Background: an optimization exercise with open tools, aiming at small area, a short achievable clock period and few clock cycles. Do not read the settings as production practice. Power figures rest on the tool's default switching activity, not on a simulated workload.

==> flow/design.v <==
module ULA (
    input clk,
    input reset,
    input [3:0] seletor,
    output saida,
    output [18:0] rom_addr,
    input [7:0] rom_data,
    output reg [18:0] ram_wraddr,
    output reg [7:0] ram_data,
    output reg ram_wren,
    output reg done
);
    assign saida = 1'b0;
    reg [3:0] mode;
    reg start;
    always @(posedge clk or negedge reset) begin
        if (!reset) begin
            mode  <= 4'b1111;
            start <= 1'b0;
        end else begin
            mode  <= seletor;
            start <= (seletor != mode);
        end
    end
    reg is_avg, is_dec, is_rep, f4;
    always @(posedge clk) begin
        f4     <= seletor[3];
        is_avg <= ~seletor[2] & seletor[1] & seletor[0];
        is_dec <= ~seletor[2] & ~seletor[1] & seletor[0];
        is_rep <= ~seletor[2] & ~seletor[0];
    end
    wire valid = ~mode[2] | (mode == 4'b0100);
    reg [1:0] c0, c1;
    reg [7:0] col;
    reg [6:0] r;
    reg run;
    wire [1:0] lim0 = is_rep ? {f4, 1'b1} : 2'd0;
    wire [1:0] lim2 = is_rep ? {f4, 1'b1} : 2'd0;
    wire e0 = is_avg ? (r[0] & (~f4 | r[1])) : (c0 == 2'd0);
    wire e2 = (c1 == 2'd0);
    wire ex = (col == (is_dec ? (f4 ? 8'd156 : 8'd158) : 8'd159));
    wire ey = (r == (is_dec ? (f4 ? 7'd116 : 7'd118) : 7'd119));
    wire last = e0 & ex & e2 & ey;
    wire wr = ~is_avg | (e0 & col[0] & (~f4 | col[1]));
    wire [2:0] step = is_dec ? {f4, ~f4, 1'b0} : 3'd1;
    wire [7:0] col_p = col + step;
    wire [6:0] r_p = r + step;
    wire [6:0] r_top = {r[6:2], r[1] & ~f4, 1'b0};
    always @(posedge clk) begin
        if (start) begin
            c0 <= lim0; c1 <= lim2; col <= 0; r <= 0;
        end else if (!e0) begin
            c0 <= c0 - 1'b1;
            if (is_avg) r <= r_p;
        end else begin
            c0 <= lim0;
            if (!ex) begin
                col <= col_p;
                if (is_avg) r <= r_top;
            end else begin
                col <= 0;
                if (!e2) c1 <= c1 - 1'b1;
                else begin
                    c1 <= lim2;
                    r <= r_p;
                end
            end
        end
    end
    reg [9:0] rh;
    reg [4:0] rl;
    assign rom_addr = {4'b0, rh, rl};
    always @(posedge clk) begin
        rh <= {r, 2'b00} + r + col[7:5];
        rl <= col[4:0];
    end
    reg v0, l0, r0, v1, l1, r1;
    always @(posedge clk or negedge reset) begin
        if (!reset) begin
            run <= 1'b0;
            v0 <= 1'b0; l0 <= 1'b0; r0 <= 1'b0;
            v1 <= 1'b0; l1 <= 1'b0; r1 <= 1'b0;
            ram_wren <= 1'b0; done <= 1'b0;
        end else begin
            if (start) run <= valid;
            else if (last) run <= 1'b0;
            v0 <= run & wr & ~start;
            l0 <= run & last & ~start;
            r0 <= run & ~start;
            v1 <= v0 & ~start;
            l1 <= l0 & ~start;
            r1 <= r0 & ~start;
            ram_wren <= v1 & ~start;
            done <= ~start & (done | l1);
        end
    end
    reg [3:0] ext;
    wire [7:0] acc = ram_wren ? 8'd0 : ram_data;
    wire [3:0] acc_hi = ram_wren ? 4'd0 : ext;
    wire [8:0] lo = acc + rom_data;
    wire [3:0] acc_hi1 = acc_hi + 1'b1;
    wire [11:0] nsum = {lo[8] ? acc_hi1 : acc_hi, lo[7:0]};
    always @(posedge clk) begin
        if (start) ram_wraddr <= {19{1'b1}};
        else ram_wraddr <= ram_wraddr + v1;
        ext <= r1 ? nsum[11:8] : 4'd0;
        if (!is_avg) ram_data <= rom_data;
        else if (!r1) ram_data <= 8'd0;
        else if (v1) ram_data <= f4 ? nsum[11:4] : nsum[9:2];
        else ram_data <= nsum[7:0];
    end
endmodule
export LEC_CHECK = 0
export CAP_MARGIN = 20
export CORE_MARGIN = 2
export CORE_UTILIZATION = 40
export PLACE_DENSITY = 0.6
export SETUP_SLACK_MARGIN = 3.7
export SLEW_MARGIN = 20
create_clock -name core_clock -period 6.0 [get_ports {clk}]
standard.sh (not shown) runs the stock make flow with config.mk's settings and CLKGATE_MAP_FILE= SYNTH_SCRIPT=/design/flow/synth_recipe.tcl, a recipe that flattens the netlist after the stock synthesis.
==> flow/flow/run.sh <==
#!/bin/bash
# Layout flow: the standard ORFS flow, with plain buf_2 cells as the
# port buffers instead of the delay buffers buffer_ports picks by default.
set -euo pipefail
bash standard.sh "BUFFER_PORTS_ARGS=-buffer_cell sky130_fd_sc_hd__buf_2" finish > orfs_make.log 2>&1
The starting point ran to the end with no violations.
Change:
--- a/flow/design.v
+++ b/flow/design.v
@@ -75,10 +75,11 @@
         rl <= col[4:0];
     end
-    reg v0, l0, r0, v1, l1, r1;
+    reg v0, l0, q0, v1, l1, q1, v2, l2, q2;
     always @(posedge clk or negedge reset) begin
         if (!reset) begin
             run <= 1'b0;
-            v0 <= 1'b0; l0 <= 1'b0; r0 <= 1'b0;
-            v1 <= 1'b0; l1 <= 1'b0; r1 <= 1'b0;
+            v0 <= 1'b0; l0 <= 1'b0; q0 <= 1'b0;
+            v1 <= 1'b0; l1 <= 1'b0; q1 <= 1'b0;
+            v2 <= 1'b0; l2 <= 1'b0; q2 <= 1'b0;
             ram_wren <= 1'b0; done <= 1'b0;
         end else begin
@@ -87,25 +88,26 @@
             v0 <= run & wr & ~start;
             l0 <= run & last & ~start;
-            r0 <= run & ~start;
+            q0 <= run & ~start;
             v1 <= v0 & ~start;
             l1 <= l0 & ~start;
-            r1 <= r0 & ~start;
-            ram_wren <= v1 & ~start;
-            done <= ~start & (done | l1);
+            q1 <= q0 & ~start;
+            v2 <= v1 & ~start;
+            l2 <= l1 & ~start;
+            q2 <= q1 & ~start;
+            ram_wren <= v2 & ~start;
+            done <= ~start & (done | l2);
         end
     end
+    reg [7:0] rd;
     reg [3:0] ext;
-    wire [7:0] acc = ram_wren ? 8'd0 : ram_data;
-    wire [3:0] acc_hi = ram_wren ? 4'd0 : ext;
-    wire [8:0] lo = acc + rom_data;
-    wire [3:0] acc_hi1 = acc_hi + 1'b1;
-    wire [11:0] nsum = {lo[8] ? acc_hi1 : acc_hi, lo[7:0]};
+    wire [11:0] nsum = (ram_wren ? 12'd0 : {ext, ram_data}) + rd;
     always @(posedge clk) begin
+        rd <= rom_data;
         if (start) ram_wraddr <= {19{1'b1}};
-        else ram_wraddr <= ram_wraddr + v1;
-        ext <= r1 ? nsum[11:8] : 4'd0;
-        if (!is_avg) ram_data <= rom_data;
-        else if (!r1) ram_data <= 8'd0;
-        else if (v1) ram_data <= f4 ? nsum[11:4] : nsum[9:2];
+        else ram_wraddr <= ram_wraddr + v2;
+        ext <= q2 ? nsum[11:8] : 4'd0;
+        if (!is_avg) ram_data <= rd;
+        else if (!q2) ram_data <= 8'd0;
+        else if (v2) ram_data <= f4 ? nsum[11:4] : nsum[9:2];
         else ram_data <= nsum[7:0];
     end
Power went up by about 26%.
Wire length went up by 14%.
Worst setup slack improved by 330 ps.
Final cell count went up by 7.9%.
Count of clock-buffer cells in the layout went up by 1.
Area after synthesis went up by about 10%.
Design area went up by about 15%.
Die area went up by 9.7%.
Global-route usage went up by 1.3 points.
Sequential power went up by 14%.
No run of this note included a check of the RTL's function; only the layout flow was run.

==> static timing again, ports no longer ideal <==
Ports are ideal in the flow. The routed layouts listed here were re-timed in OpenROAD.
Step 1, drivers: a clkbuf_16 drives clk and a buf_2 each remaining input, both assumed.
Step 2, shift: input delay + t, output delay - t, t = (earliest + latest rising clock arrival at the registers) / 2. This alone moves slack from input paths to output paths.
a / b / c = ideal / step 1 / step 2; a / b = the first two.
run | shift t [ns] | slack for setup (ns) | hold WS [ns]
the first run | 0.370 | 3.266 / 3.259 / 2.888 | 0.407 / 0.407 / 0.407
the second run | 0.384 | 3.600 / 3.600 / 3.600 | 0.404 / 0.404 / 0.404
After both steps every run listed still meets setup and hold. The setup slack of the first run, which loses most, moves by -0.007 ns with the drivers and by -0.378 ns with both steps.
